From an optimization exercise on the open Yosys and OpenROAD flow, aimed at small area; shortcuts taken in it are not production practice.
Only simulation tests tie the RTL to the original design; equivalence was not proved.
Power is estimated from default activity; no workload was simulated.

[design.v]
`timescale 1ns / 1ps
module basysConnections(
    input clock,
    input reset,
    input [15:0] SW,
    input JC4,JC3,JC2,JC1,    
    input JC10,JC9,JC8,JC7,  
    input JB7, JB8,
    input JB1, 
    input JB3, JB4,  
    output JA8,JA7, 
    output JA4,JA3,JA2,JA1,  
    output [7:0] LED  
    );
    reg [3:0] tE;    
    reg [4:0] tF;    
    reg [4:0] tA;    
    reg [4:0] tK;    
    reg [5:0] cB;    
    wire eW = tE[3] & tE[0];                  
    wire fW = tF[4] & tF[3];                  
    wire aW = tA[4] & tA[1] & tA[0];          
    wire kW = tK[4] & tK[1] & tK[0];          
    wire bW = &cB[5:2] & cB[0];               
    always @(posedge clock) begin
        if (reset) begin
            tE <= 4'd0; tF <= 5'd0; tA <= 5'd0; tK <= 5'd0; cB <= 6'd0;
        end else begin
            tE <= eW ? 4'd0 : tE + 4'd1;
            if (eW) tF <= fW ? 5'd0 : tF + 5'd1;
            if (eW & fW) tA <= aW ? 5'd0 : tA + 5'd1;
            if (eW & fW & aW) tK <= kW ? 5'd0 : tK + 5'd1;
            cB <= bW ? 6'd0 : cB + 6'd1;
        end
    end
    wire u0    = (tA == 5'd0) & (tF == 5'd0) & (tE == 4'd0);               
    wire u_le25 = (tA == 5'd0) & ((tF < 5'd2) | ((tF == 5'd2) & (tE < 4'd6)));
    wire [1:0] q = tK[1:0];                  
    wire w_f0  = (q == 2'd0) & ~u_le25;                                    
    wire w_f1  = (q == 2'd1) & ~u0;                                        
    wire w_f2  = (q == 2'd2) & ~u0;                                        
    wire w_ev  = (q == 2'd3) & ~u0 & ~((tA == 5'd19) & (tF >= 5'd5));      
    wire w_clr = (q == 2'd3) & (tA == 5'd19) &
                 (((tF == 5'd5) & (tE >= 4'd2)) | ((tF >= 5'd6) & (tF <= 5'd14)));  
    wire toggle_pt = (tK == 5'd15) & (tA == 5'd0) & (tF == 5'd0) & (tE == 4'd2);
    wire bnd = u0 & ((tK == 5'd0) | (tK == 5'd5) | (tK == 5'd10) | (tK == 5'd15));
    wire s_w0 = (tK < 5'd5) & ~bnd;
    wire s_w1 = (tK >= 5'd5) & (tK < 5'd10) & ~bnd;
    wire s_w2 = (tK >= 5'd10) & (tK < 5'd15) & ~bnd;
    wire tick = (tE == 4'd1) & (tF[0] == tA[0]);
    wire c_acc  = ~tK[0] & ~u_le25;
    wire c_load = tK[0] & (tA == 5'd0) & (tF == 5'd2) & (tE == 4'd1);
    reg F;                           
    reg [3:0] fr1, fr2, fr3, fr4, fr5;   
    reg [3:0] bk1, bk2, bk3, bk4, bk5;   
    reg ir1, ir2, ir3, ir4, ir5, ir6;    
    reg m1, m2, m3, m4;                  
    reg [3:0] ca, cb;                    
    reg reb1;                            
    always @(posedge clock) begin
        fr1 <= {JC1, JC2, JC3, JC4};
        bk1 <= {JC10, JC9, JC8, JC7};
        fr2 <= fr1; fr3 <= fr2; fr4 <= fr3; fr5 <= fr4;
        bk2 <= bk1; bk3 <= bk2; bk4 <= bk3; bk5 <= bk4;
        ir1 <= ~(JB7 & JB8);
        ir2 <= ir1; ir3 <= ir2; ir4 <= ir3; ir5 <= ir4;
        m1 <= JB1; m2 <= m1; m3 <= m2; m4 <= m3;
    end
    wire rise = m3 & ~m4;
    always @(posedge clock) begin
        if (reset) begin
            F <= 1'b0;
            ir6 <= 1'b0;
            ca <= 4'd0;
            cb <= 4'd0;
            reb1 <= 1'b0;
        end else begin
            F <= F | tE[2];
            ir6 <= F & ir5;
            ca <= {ca[2:0], ~JB3};
            cb <= {cb[2:0], ~JB4};
            if (cb[2] & ~cb[3])
                reb1 <= 1'b1;
            else if (ca[3] & ~ca[2])
                reb1 <= 1'b0;
        end
    end
    reg [3:0] IPS;           
    reg rev;                 
    reg rev_d;               
    reg [3:0] iS;            
    reg wt;                  
    reg isSD;                
    reg led45;
    reg [8:0] mh0, mh1, mh2;    
    reg [3:0] virt;          
    reg S;                   
    reg cs;                  
    reg [2:0] M;
    reg [2:0] SH;            
    reg [2:0] INs;           
    reg T1v, T1l, T2v, T2l;  
    reg [2:0] msA, msB;      
    reg pA, hA, pB, hB;      
    wire Z = (IPS == 4'd0);
    function in_band;
        input [8:0] m;
        input [8:0] lo, hi;
        in_band = (m > lo) & (m < hi);
    endfunction
    wire b0 = in_band(mh0, 9'd45, 9'd60) & in_band(mh1, 9'd45, 9'd60) & in_band(mh2, 9'd45, 9'd60);
    wire b1 = in_band(mh0, 9'd85, 9'd120) & in_band(mh1, 9'd85, 9'd120) & in_band(mh2, 9'd85, 9'd120);
    wire b2 = in_band(mh0, 9'd180, 9'd220) & in_band(mh1, 9'd180, 9'd220) & in_band(mh2, 9'd180, 9'd220);
    wire b3 = in_band(mh0, 9'd280, 9'd320) & in_band(mh1, 9'd280, 9'd320) & in_band(mh2, 9'd280, 9'd320);
    wire sat0 = mh0[8] & mh0[6];
    wire sat1 = mh1[8] & mh1[6];
    wire sat2 = mh2[8] & mh2[6];
    wire [3:0] cur = (isSD & (IPS != 4'b1111)) ? virt : IPS;
    wire cR = (cur == 4'b0010) | (cur == 4'b0001) | (cur == 4'b0011) | (cur == 4'b0111) |
              (cur == 4'b0101) | (cur == 4'b1011);
    wire cL = (cur == 4'b0100) | (cur == 4'b1000) | (cur == 4'b1100) | (cur == 4'b1110) |
              (cur == 4'b1101) | (cur == 4'b1010);
    wire cShort = (cur == 4'b0010) | (cur == 4'b0100);
    wire cFwd = (cur == 4'b0110) | (cur == 4'b1001);
    wire cW = (cur == 4'b1111);
    reg ltA, ltB;
    always @* begin
        case (msA)
            3'd0: ltA = 1'b0;
            3'd1: ltA = (tF < 5'd6)  | ((tF == 5'd6)  & (tE < 4'd1));    
            3'd2: ltA = (tF < 5'd9)  | ((tF == 5'd9)  & (tE < 4'd3));    
            3'd3: ltA = (tF < 5'd12) | ((tF == 5'd12) & (tE < 4'd4));    
            3'd4: ltA = (tF < 5'd15) | ((tF == 5'd15) & (tE < 4'd5));    
            3'd5: ltA = (tF < 5'd18) | ((tF == 5'd18) & (tE < 4'd6));    
            3'd6: ltA = (tF < 5'd21) | ((tF == 5'd21) & (tE < 4'd7));    
            default: ltA = ~(fW & eW);                                   
        endcase
        case (msB)
            3'd0: ltB = 1'b0;
            3'd1: ltB = cB < 6'd14;
            3'd2: ltB = cB < 6'd23;
            3'd3: ltB = cB < 6'd30;
            3'd4: ltB = cB < 6'd37;
            3'd5: ltB = cB < 6'd45;
            3'd6: ltB = cB < 6'd52;
            default: ltB = ~bW;
        endcase
    end
    always @(posedge clock) begin
        if (reset) begin
            IPS <= 4'd0; rev <= 1'b0; rev_d <= 1'b0;
            iS <= 4'd0; wt <= 1'b0; isSD <= 1'b0; led45 <= 1'b0;
            mh0 <= 9'd0; mh1 <= 9'd0; mh2 <= 9'd0;
            virt <= 4'd0; S <= 1'b0; cs <= 1'b0;
            M <= 3'd0; SH <= 3'd0; INs <= 3'd0;
            T1v <= 1'b0; T1l <= 1'b0; T2v <= 1'b0; T2l <= 1'b0;
            msA <= 3'd0; msB <= 3'd0;
            pA <= 1'b0; hA <= 1'b0; pB <= 1'b0; hB <= 1'b0;
        end else begin
            IPS <= F ? ~(rev ? bk5 : fr5) : 4'd0;
            rev_d <= rev;
            if (s_w0) iS[0] <= Z;
            else if (s_w1) iS[1] <= Z;
            else if (s_w2) iS[2] <= Z;
            else iS[3] <= Z;
            wt <= &iS;
            isSD <= wt;
            led45 <= isSD;
            if (wt) begin
                if (w_f0 & rise & ~sat0) mh0 <= mh0 + 9'd1;
                if (w_f1 & rise & ~sat1) mh1 <= mh1 + 9'd1;
                if (w_f2 & rise & ~sat2) mh2 <= mh2 + 9'd1;
                if (w_clr) begin
                    mh0 <= 9'd0; mh1 <= 9'd0; mh2 <= 9'd0;
                end
                if (w_ev) begin
                    if (b0)
                        virt <= rev ? 4'b1001 : 4'b0110;
                    else if (b1)
                        virt <= rev ? 4'b0001 : 4'b1000;
                    else if (b2)
                        virt <= rev ? 4'b1000 : 4'b0001;
                    else if (b3) begin
                        if (toggle_pt) begin
                            rev <= ~rev;
                            virt <= rev ? IPS : 4'b0000;
                        end
                    end
                    else
                        virt <= rev ? 4'b0000 : IPS;
                end
            end
            if (c_load) begin
                cs <= S;
                S <= 1'b0;
            end else if (c_acc)
                S <= S | ca[3] | reb1;
            if (ir6)
                SH <= 3'b011;                        
            else if (cFwd)
                SH <= {1'b1, ~rev_d, rev_d};         
            else if (cShort)
                SH <= {T1v, T1l, T1l};
            else if (cR | cL)
                SH <= {T2v, T2l, T2l};
            else if (cW)
                SH <= INs;
            else
                SH <= 3'b000;
            if (~ir6) begin
                if (cR)
                    M <= {2'b11, ~rev_d};
                else if (cL)
                    M <= {2'b10, rev_d};
                else if (cFwd)
                    M <= 3'b001;
                else if (cW)
                    M <= 3'b010;
                else
                    M <= 3'b000;
            end
            if (M[2]) begin
                T1v <= 1'b1; T1l <= ~M[0];
                if (~tK[1]) begin
                    T2v <= 1'b1; T2l <= ~M[0];
                end
            end
            if (tick) begin
                if (cs) begin
                    INs <= 3'b000;
                    msA <= 3'd0; msB <= 3'd0;
                end else begin
                    INs <= SH;
                    if (M[2]) begin
                        if (M[1]) begin msA <= SW[5:3]; msB <= SW[8:6]; end
                        else      begin msA <= SW[8:6]; msB <= SW[5:3]; end
                    end else if (M[0]) begin
                        msA <= SW[2:0]; msB <= SW[2:0];
                    end else if (~M[1]) begin
                        msA <= 3'd0; msB <= 3'd0;
                    end
                end
            end
            pA <= ltA; hA <= pA;
            pB <= ltB; hB <= pB;
        end
    end
    assign JA7 = hA;
    assign JA8 = hB;
    assign JA4 = INs[1];
    assign JA3 = INs[1] ^ INs[2];
    assign JA2 = INs[0];
    assign JA1 = INs[0] ^ INs[2];
    assign LED = {rev, cs, led45, led45, virt};
endmodule
[run.sh]
#!/bin/bash
# synth_recipe.tcl (not shown) runs the flow's synth.tcl, then flattens the netlist and writes it again
# the make line also repeats each setting of config.mk as NAME=value (left out here)
make -C /OpenROAD-flow-scripts/flow DESIGN_CONFIG=/design/flow/config.mk WORK_HOME=/design/flow/orfs CLKGATE_MAP_FILE= SYNTH_SCRIPT=/design/flow/synth_recipe.tcl finish
[config.mk]
export PLATFORM = sky130hd
export DESIGN_NAME = basysConnections
export DESIGN_NICKNAME = basysConnections
export VERILOG_FILES = /design/flow/design.v
export SDC_FILE = /design/flow/constraint.sdc
export NUM_CORES = 4
export LEC_CHECK = 0
export CAP_MARGIN = 20
export CORE_MARGIN = 2
export CORE_UTILIZATION = 40
export SLEW_MARGIN = 20
[constraint.sdc]
create_clock -name core_clock -period 10.0 [get_ports {clock}]
set_input_delay 2.0000 -clock core_clock [delete_from_list [all_inputs] [get_ports {clock}]]
set_output_delay 2.0000 -clock core_clock [all_outputs]
set_load 0.01 [all_outputs]
==> flow_summary.ini <==
[die]
die_w_um = 137
start_util_pct = 40.9
die_area_mm2 = 0.0187
io_pins = 45
dieHeight_um = 137
core_area_mm2 = 0.0172
rows = 48

[clocking]
cts_resized = 0
ctsHtreeMaxLevel = 4
cts_buffer_depth = 2
path_clk_slew_ns = 0.07
clockRootBuffer = clkbuf_16
tritoncts = yes
post_cts_buffers = 0
cts_made_buffers = 17
holdBufCountCts = 0
cts_sinks = 154
clk_latency_ns = 0.43

[setup_path]
cp-start-kind = register
crit_type = reg -> out
crit_fanout = 13
cp-end-kind = output pin
crit_buf_inv = 1
critical_path_required_ns = 8.00
cp_cell_sequence = clkdlybuf4s50_1
critPathTopFamily = buffers and inverters
critPathArrivalTime_ns = 1.69
critPathSlowestCell = clkdlybuf4s50_1
cpPeakStageDelay_ns = 0.64

[sta]
final.setup.tns_ns = 0
min_period_ns = 3.69
layout_worst_path_cycle_share_pct = 36.9
finalSetupViolations = 0
hold_viol = 0
tightest_slew_ns = 0.836
slew_violations = 0
slew_headroom_pct = 44.1
max_freq_ghz = 0.271
finalClockSkew_ns = 0.00926
rsz0062_at_grt = no

[pwr]
power.density_mw_per_mm2 = 166
p_leak_nw = 2.91
ir_drop_uv = 127
power_w = 0.00133

[grt]
grt_pass1_vias = 5048
grtUsageTotal_pct = 16.4
antenna_found_initial = 0
grt_first_pass_wirelength_um = 24200
grt_max_degree = 77
gr-total-overflow = 0

[logic_synthesis]
ys_seq_area_share_pct = 43.8
syn_area_per_cell_um2 = 9.11
synth_nets = 828
synth_seq_cells = 154
synthDominantCellAreaShare_pct = 43.8
syn_inst = 773
synth_top_cells_by_area = dfxtp_1 (44%), nor2_1 (5.0%), ha_1 (4.3%)
yosys_warnings = 1
synth_cell_type_count = 87
yosys_most_used_dff = dfxtp_1
synth_edf_count = 0
async_flop_share_pct = 0
post-synth-top-area-cell = dfxtp_1
netlist_area_mm2 = 0.00704

[detailed_routing]
firstDrtPassIters = 4
drc = 0
ant_nets = 0
vias = 5527
drt_iter0_drc = 350
routedWlPerCell_um = 14.2
viasPerCell = 5.41
finalWirelength_um = 14500

[run_status]
run_status = timing/DRC/antenna clean

[finish]
utilization_pct = 46.6
nFillCells = 1622
antennaDiodeCount = 0
layout.nets = 838
drive_gt1_share_pct = 9.42
final_cells = 1021
area_growth_pct = 14.0

[placed_design]
hpwl_um = 10400
gp_congestion = 0.879
numPortBuffers = 37
placedCellCount = 989

[job]
maxCapViolations = 0

[worst_hold_path]
min_path_type = reg -> reg
==> placed cells by master, fill, tap and decap left out, drive strengths merged, types with 12 or more instances in the layout <==
| master | synthesis | routed |
|---|---|---|
| dfxtp | 154 | 154 |
| nor2 | 94 | 94 |
| a21oi | 50 | 50 |
| inv | 34 | 42 |
| nand2 | 40 | 40 |
| clkdlybuf4s50 | 0 | 36 |
| nor3 | 30 | 30 |
| o21ai | 24 | 24 |
| ha | 24 | 24 |
| xnor2 | 21 | 21 |
| nor2b | 20 | 20 |
| nand3 | 18 | 18 |
| clkbuf | 20 | 18 |
| nand4 | 16 | 16 |
| a211oi | 15 | 15 |
| xor2 | 13 | 13 |
| and3 | 12 | 12 |
| a31oi | 12 | 12 |
==> where the power goes <==
group | switching [W] | internal [W] | total [W] | leakage [nW]
Combinational | 0.0000277 | 0.0000258 | 0.0000535 | 1.35
Clock | 0.000293 | 0.000344 | 0.000637 | 0.294
Sequential | 0.0000118 | 0.000632 | 0.000644 | 1.26
Total | 0.000333 | 0.00100 | 0.00133 | 2.91
==> cells in the mapped netlist, drive strengths merged (6+ instances only) <==
cell type and n:
dfxtp 154, o21ai 24, a31oi 12, a21boi 6, nand2 40, nor4 7, clkbuf 20, a21o 8
nor2b 20, buf 28, mux2i 9, or3 8, nor2 94, inv 34, a21oi 50, and3 12
o2111ai 6, mux2 6, xnor2 21, nand3 18, o211ai 6, nor3b 9, a211oi 15, nor3 30
ha 24, nand4 16, xor2 13
==> area by class of cell <==
cell class,count,area (µm²),share of cell area [%]
Multi-Input combinational cell,537,3550,44.2
Sequential cell,154,3080,38.4
Clock buffer,18,439,5.47
Timing Repair Buffer,39,380,4.74
Tap cell,225,282,3.51
Clock inverter,14,166,2.07
Inverter,34,128,1.59
==> metrics by stage <==
step | area [µm²] | hold WS, ns | worst slack [ns]
2_1_floorplan | 7040 | 0.310 | 7.30
3_3_place_gp | 7420 | 0.310 | 6.16
3_5_place_dp | 7420 | 0.312 | 6.12
4_1_cts | 8030 | 0.329 | 6.28
5_1_grt | 8030 | 0.331 | 6.22
6_report | 8030 | 0.327 | 6.31
==> kinds of logic after synthesis <==
family          count (synthesis)  synth area share, %
simple gates                  287                 21.7
compound gates                176                 17.8
xor+xnor                       34                 4.23
flops                         154                 43.8
buf+inv                        82                 5.83
fa+ha+maj                      25                 4.41
mux                            15                 2.24
==> registers in the layout, indices dropped and copies added, names as in the netlist, 5 cells and up <==
name and flops:
tA 5, mh0 9, cB 6, tF 5, mh2 9, tK 5, mh1 9
==> layer usage <==
metal / wire length (µm) / track usage (%) / up-vias
li1: - / - / 2767
met1: 6880 / 21.6 / 2596
met2: 6610 / 25.4 / 139
met3: 686 / 4.19 / 25
met4: 351 / 7.35 / 0
met5: 0 / 0 / -
==> final timing paths <==
path,start,to,slack [ns],cells past startpoint
setup / recovery,rev,LED[7],6.31,1
hold / removal,bk4[2],bk5[2],0.33,0
setup reg to reg,tA[0],mh0[8],7.16,6
hold reg to reg,bk4[2],bk5[2],0.33,0

## port drivers added, routing unchanged
How much do the figures lean on ideal ports? The routed layout below was timed once more, with nothing changed but the port constraints.
Step 1 assumes that a clkbuf_16 drives the clock port and a buf_2 every other input.
Step 2 moves the port delays by t, midway between the first and last clock arrival at a register: inputs arrive t later, outputs are due t later. That takes back most of the time a late clock gives input paths.
Slacks: ideal ports / drivers / drivers and shift; pairs: ideal ports / drivers.
t (ns): 0.470
setup WS [ns]: 6.308 / 6.261 / 6.178
slew at the worst register clock pin (ns): 0.07 / 0.07
After both steps setup and hold are still met in this run. The setup slack of this run moves by -0.047 ns with the drivers and by -0.130 ns with both steps.
